Source: an optimization exercise on an open RTL-to-GDS flow (aim: small area, a short achievable clock period and few clock cycles per item). Production flows keep margins and buffers that such runs may drop. RTL that was checked went through simulation tests only; none was proved equivalent to the original.

== job 101 ==
## booth_multiplier
module booth_multiplier(
	input			clk,
	input			rst_n,
	input [32:0]	data1,
	input [32:0]	data2,
	input			valid_i,
	output			ready_o,
	input			ready_i,
	output			valid_o,
	output [63:0] 	res
);
	reg			va, vs, vr;
	reg			nrdy, vo;
	reg [32:0]	na1, a2, s1, s2;
	reg [63:0]	r;
	wire [63:0]	prod;
	wire		r_free = ~vr | ready_i;
	wire		a_load = r_free | ~va;
	wire		acc = valid_i & ~vs;
	assign ready_o = ~nrdy;
	assign valid_o = vo;
	assign res = r;
	always @(posedge clk or negedge rst_n) begin
		if (!rst_n) begin
			va <= 1'b0;
			vs <= 1'b0;
			vr <= 1'b0;
			nrdy <= 1'b0;
			vo <= 1'b0;
		end else begin
			if (r_free)
				vr <= va;
			vo <= va | (vr & ~ready_i);
			if (a_load)
				va <= vs | acc;
			if (vs)
				vs <= ~r_free;
			else
				vs <= acc & ~a_load;
			nrdy <= vr & ~ready_i & (vs | (valid_i & va));
		end
	end
	always @(posedge clk) begin
		if (a_load) begin
			na1 <= ~(vs ? s1 : data1);
			a2 <= vs ? s2 : data2;
		end
		if (~vs) begin
			s1 <= data1;
			s2 <= data2;
		end
		if (r_free)
			r <= prod;
	end
	mul33 u_mul (.na(na1), .b(a2), .p(prod));
endmodule
Size in the first run: ~2900 cells after synthesis, ~140 I/O pins, ~0.029 mm² of cells after synthesis.
clock: 32.0 ns
lec_check: 0
abc_area: 1
cap_margin: 20
cell_pad_in_sites_detail_placement: 2
cell_pad_in_sites_global_placement: 2
core_margin: 2
core_utilization: 50
cts_cluster_diameter: 100
cts_cluster_size: 24
place_density: 0.65
slew_margin: 20
synth_hierarchical: 1
synth_minimum_keep_size: 0
standard.sh (not shown) runs the stock make flow with config.mk's settings and CLKGATE_MAP_FILE= SYNTH_SCRIPT=/design/flow/synth_recipe.tcl, a recipe that flattens the netlist after the stock synthesis.
==> flow/flow/run.sh <==
#!/bin/bash
# The standard layout (standard.sh) with extra ORFS make variables:
#  - port buffers use a plain buffer cell (buf_2) instead of the default choice
#  - flow/extra.txt, if present, holds one more VAR=VALUE per line
set -euo pipefail
ARGS=("BUFFER_PORTS_ARGS=-buffer_cell sky130_fd_sc_hd__buf_2")
if [[ -f flow/extra.txt ]]; then
  while read -r line; do [[ -n "$line" ]] && ARGS+=("$line"); done < flow/extra.txt
fi
bash standard.sh "${ARGS[@]}" finish > make.log 2>&1
The following lists how job 102 was set up differently from job 101:
Settings: a change of CORE_UTILIZATION from 50 to 30; a change of PLACE_DENSITY from 0.65 to 0.5.
==> flow/flow/extra.txt (new file) <==
SETUP_SLACK_MARGIN=24.5
==> comparison <==
Clock buffer count from CTS: job 101 and job 102 compared, lower one is job 101
Compared with job 101, in job 102 area of all placed cells without fillers rose by about 10%.
Job 102 vs. job 101: worst endpoint required time fell by 6.71 ns, depth of the critical timing path with buffers and inverters included fell by 25, multi-input combinational area share fell by 4.9 points, final clock period utilization by the worst path fell by 4.1 points, register share of the cell area fell by 1.6 points.
Setup changes, job 102 to job 103
removed: flow/flow/extra.txt
Findings:
Class of the most critical setup path = reg -> reg: job 103; class of the most critical setup path = reg -> out: job 102. After synthesis and placement, the instance count of job 103 is below that of job 102. Changes observed in job 103 relative to job 102: minimum setup slack in the final design fell by 1.12 ns, arrival time of the worst setup path rose by 7.85 ns, number of ordinary and repair buffers in the finished layout fell by 30%, count of cells resized by post-cts repair fell by 129, maximum fanout encountered on the critical timing path rose by 39. Relative to job 102, initial antenna violation count has increased by 1 in job 103. A cell at the slowest stage of the critical path of sky130_fd_sc_hd__edfxtp_1 is what job 102 shows, while sky130_fd_sc_hd__fa_1 belongs to job 103.
Function was not checked in any run of this note: the RTL went through the layout flow alone.


build 16:
booth_multiplier, a different RTL version from the one above (not shown whole).
Size in the first run: about 3000 cells after synthesis, ~140 I/O pins, about 30000 µm² of cells after synthesis.
export LEC_CHECK = 0
export ABC_AREA = 1
export CAP_MARGIN = 20
export CELL_PAD_IN_SITES_DETAIL_PLACEMENT = 2
export CELL_PAD_IN_SITES_GLOBAL_PLACEMENT = 2
export CORE_MARGIN = 2
export CORE_UTILIZATION = 50
export CTS_CLUSTER_DIAMETER = 100
export CTS_CLUSTER_SIZE = 24
export PLACE_DENSITY = 0.65
export SLEW_MARGIN = 20
export SYNTH_HIERARCHICAL = 1
export SYNTH_MINIMUM_KEEP_SIZE = 0
create_clock -name core_clock -period 32.0 [get_ports {clk}]
==> flow/flow/extra.txt <==
CTS_ARGS=-sink_clustering_enable -repair_clock_nets -sink_clustering_size 24 -sink_clustering_max_diameter 100 -buf_list sky130_fd_sc_hd__clkbuf_16 -branching_point_buffers_distance 1000 -distance_between_buffers 1000
Scripts as last shown in full above: flow/flow/run.sh
Build 16: no failed stages, no open violations at the end
Testbench counts of build 16, summed over its fixed seeds: cycles 2,064, items 2,048.
Changes in build 3 relative to build 16:
- a change of CORE_UTILIZATION from 50 to 30
- a change of SLEW_MARGIN from 20 to 0
- a change of CAP_MARGIN from 20 to 0
- a change of PLACE_DENSITY from 0.65 to 0.5
removed: flow/flow/extra.txt
--- outcome ---
- Against build 16, build 3 comes in 40 ps higher on smallest setup slack after layout.
- Count of clock-buffer cells in the layout, build 16 and build 3, lower one = build 16.
- Changes observed in build 3 relative to build 16: maximum frequency rose by about 0.5%; number of buffers added by the clock tree synthesis step rose by 2; sum of routed wire length over all layers rose by 5.0 mm; placed wire-length estimate rose by 6.3%.
The inputs of build 1 differ from those of build 3 as listed below.
- swapping 0 for 20 in CAP_MARGIN
- swapping 0 for 20 in SLEW_MARGIN
- swapping 0.5 for 0.75 in PLACE_DENSITY
- swapping 30 for 60 in CORE_UTILIZATION
Results
Build 1 against build 3: vertical extent of the die fell 29%, post-synthesis cell area about even, final HPWL from detailed placement rose about 13%, x dimension of the die fell about 30%, starting utilization of the core area rose 30 points.
Seen in the log of build 1: DPL-0033 during 3_5_place_dp, after which the run never completed.
Taking build 3 as the reference, in build 1 floorplan row count now sits lower, final RePlAce weighted congestion grew by 0.099, post-synthesis compound-gate area fraction roughly the same, share of synthesized cell area in full adder, half adder and majority cells level.
> inputs changed (build 1 -> build 40)
- CORE_UTILIZATION changed from 60 to 30
- PLACE_DENSITY changed from 0.75 to 0.5
==> flow/flow/extra.txt (new file) <==
CTS_ARGS=-sink_clustering_enable -repair_clock_nets -sink_clustering_size 24 -sink_clustering_max_diameter 100 -buf_list sky130_fd_sc_hd__clkbuf_16 -branching_point_buffers_distance 1000 -distance_between_buffers 1000
--- outcome ---
- The flow did not stop early for build 40: all stages ran, and the layout cleared the timing, DRC and antenna checks.
- For floorplan die height, dividing the value from build 40 by the value from build 1 gives 1.4.
- Comparing build 40 against build 1, there is no change at all in area after synthesis.
- On flip-flop and latch count after synthesis, build 1 and build 40 are basically level.
- Taking build 1 as the reference, in build 40 number of synthesized flops with an enable pin essentially unchanged, synthesized-area fraction occupied by adder cells essentially unchanged, effective utilization at floorplan decreased 30 points, number of placement rows increased 34, placer's final routability congestion estimate decreased 0.099.
- Net count of the mapped netlist: build 40 vs build 1 identical

-- what the ideal ports hide --
How much do the figures lean on ideal ports? The routed layouts below were timed once more, with nothing changed but the port constraints. Step 1 (the two cells are an assumption about what drives the block):
set clk [get_ports {clk}]
set_driving_cell -lib_cell sky130_fd_sc_hd__clkbuf_16 $clk
set_driving_cell -lib_cell sky130_fd_sc_hd__buf_2 [delete_from_list [all_inputs] $clk]
Step 2 times the ports against the registers' clock, not the clock port: input delays grow and output delays shrink by t, the midpoint of the rising clock arrivals with the driver on. a / b / c = ideal / step 1 / step 2; a / b = the first two.
| run | t, ns | setup WS [ns] | worst setup path after step 2 | latest minus earliest clock arrival (ns) | cell pins on the clock port's net |
|---|---|---|---|---|---|
| job 101 | 0.610 | 23.096 / 23.096 / 23.096 | register to register | 0.058 / 0.058 | 1 |
| job 102 | 0.658 | 24.401 / 24.329 / 24.067 | input to register | 0.026 / 0.026 | 1 |
| job 103 | 0.647 | 23.284 / 23.284 / 23.284 | register to register | 0.027 / 0.027 | 1 |
| build 16 | 0.653 | 24.393 / 24.328 / 24.136 | input to register | 0.046 / 0.046 | 1 |
| build 3 | 0.657 | 24.433 / 24.361 / 24.057 | input to register | 0.027 / 0.027 | 1 |
| build 40 | 0.657 | 24.433 / 24.361 / 24.298 | input to register | 0.027 / 0.027 | 1 |
After both steps setup and hold are still met in every run listed. For build 3, which loses most, drivers alone change the setup slack by -0.072 ns; drivers and shift together by -0.376 ns.
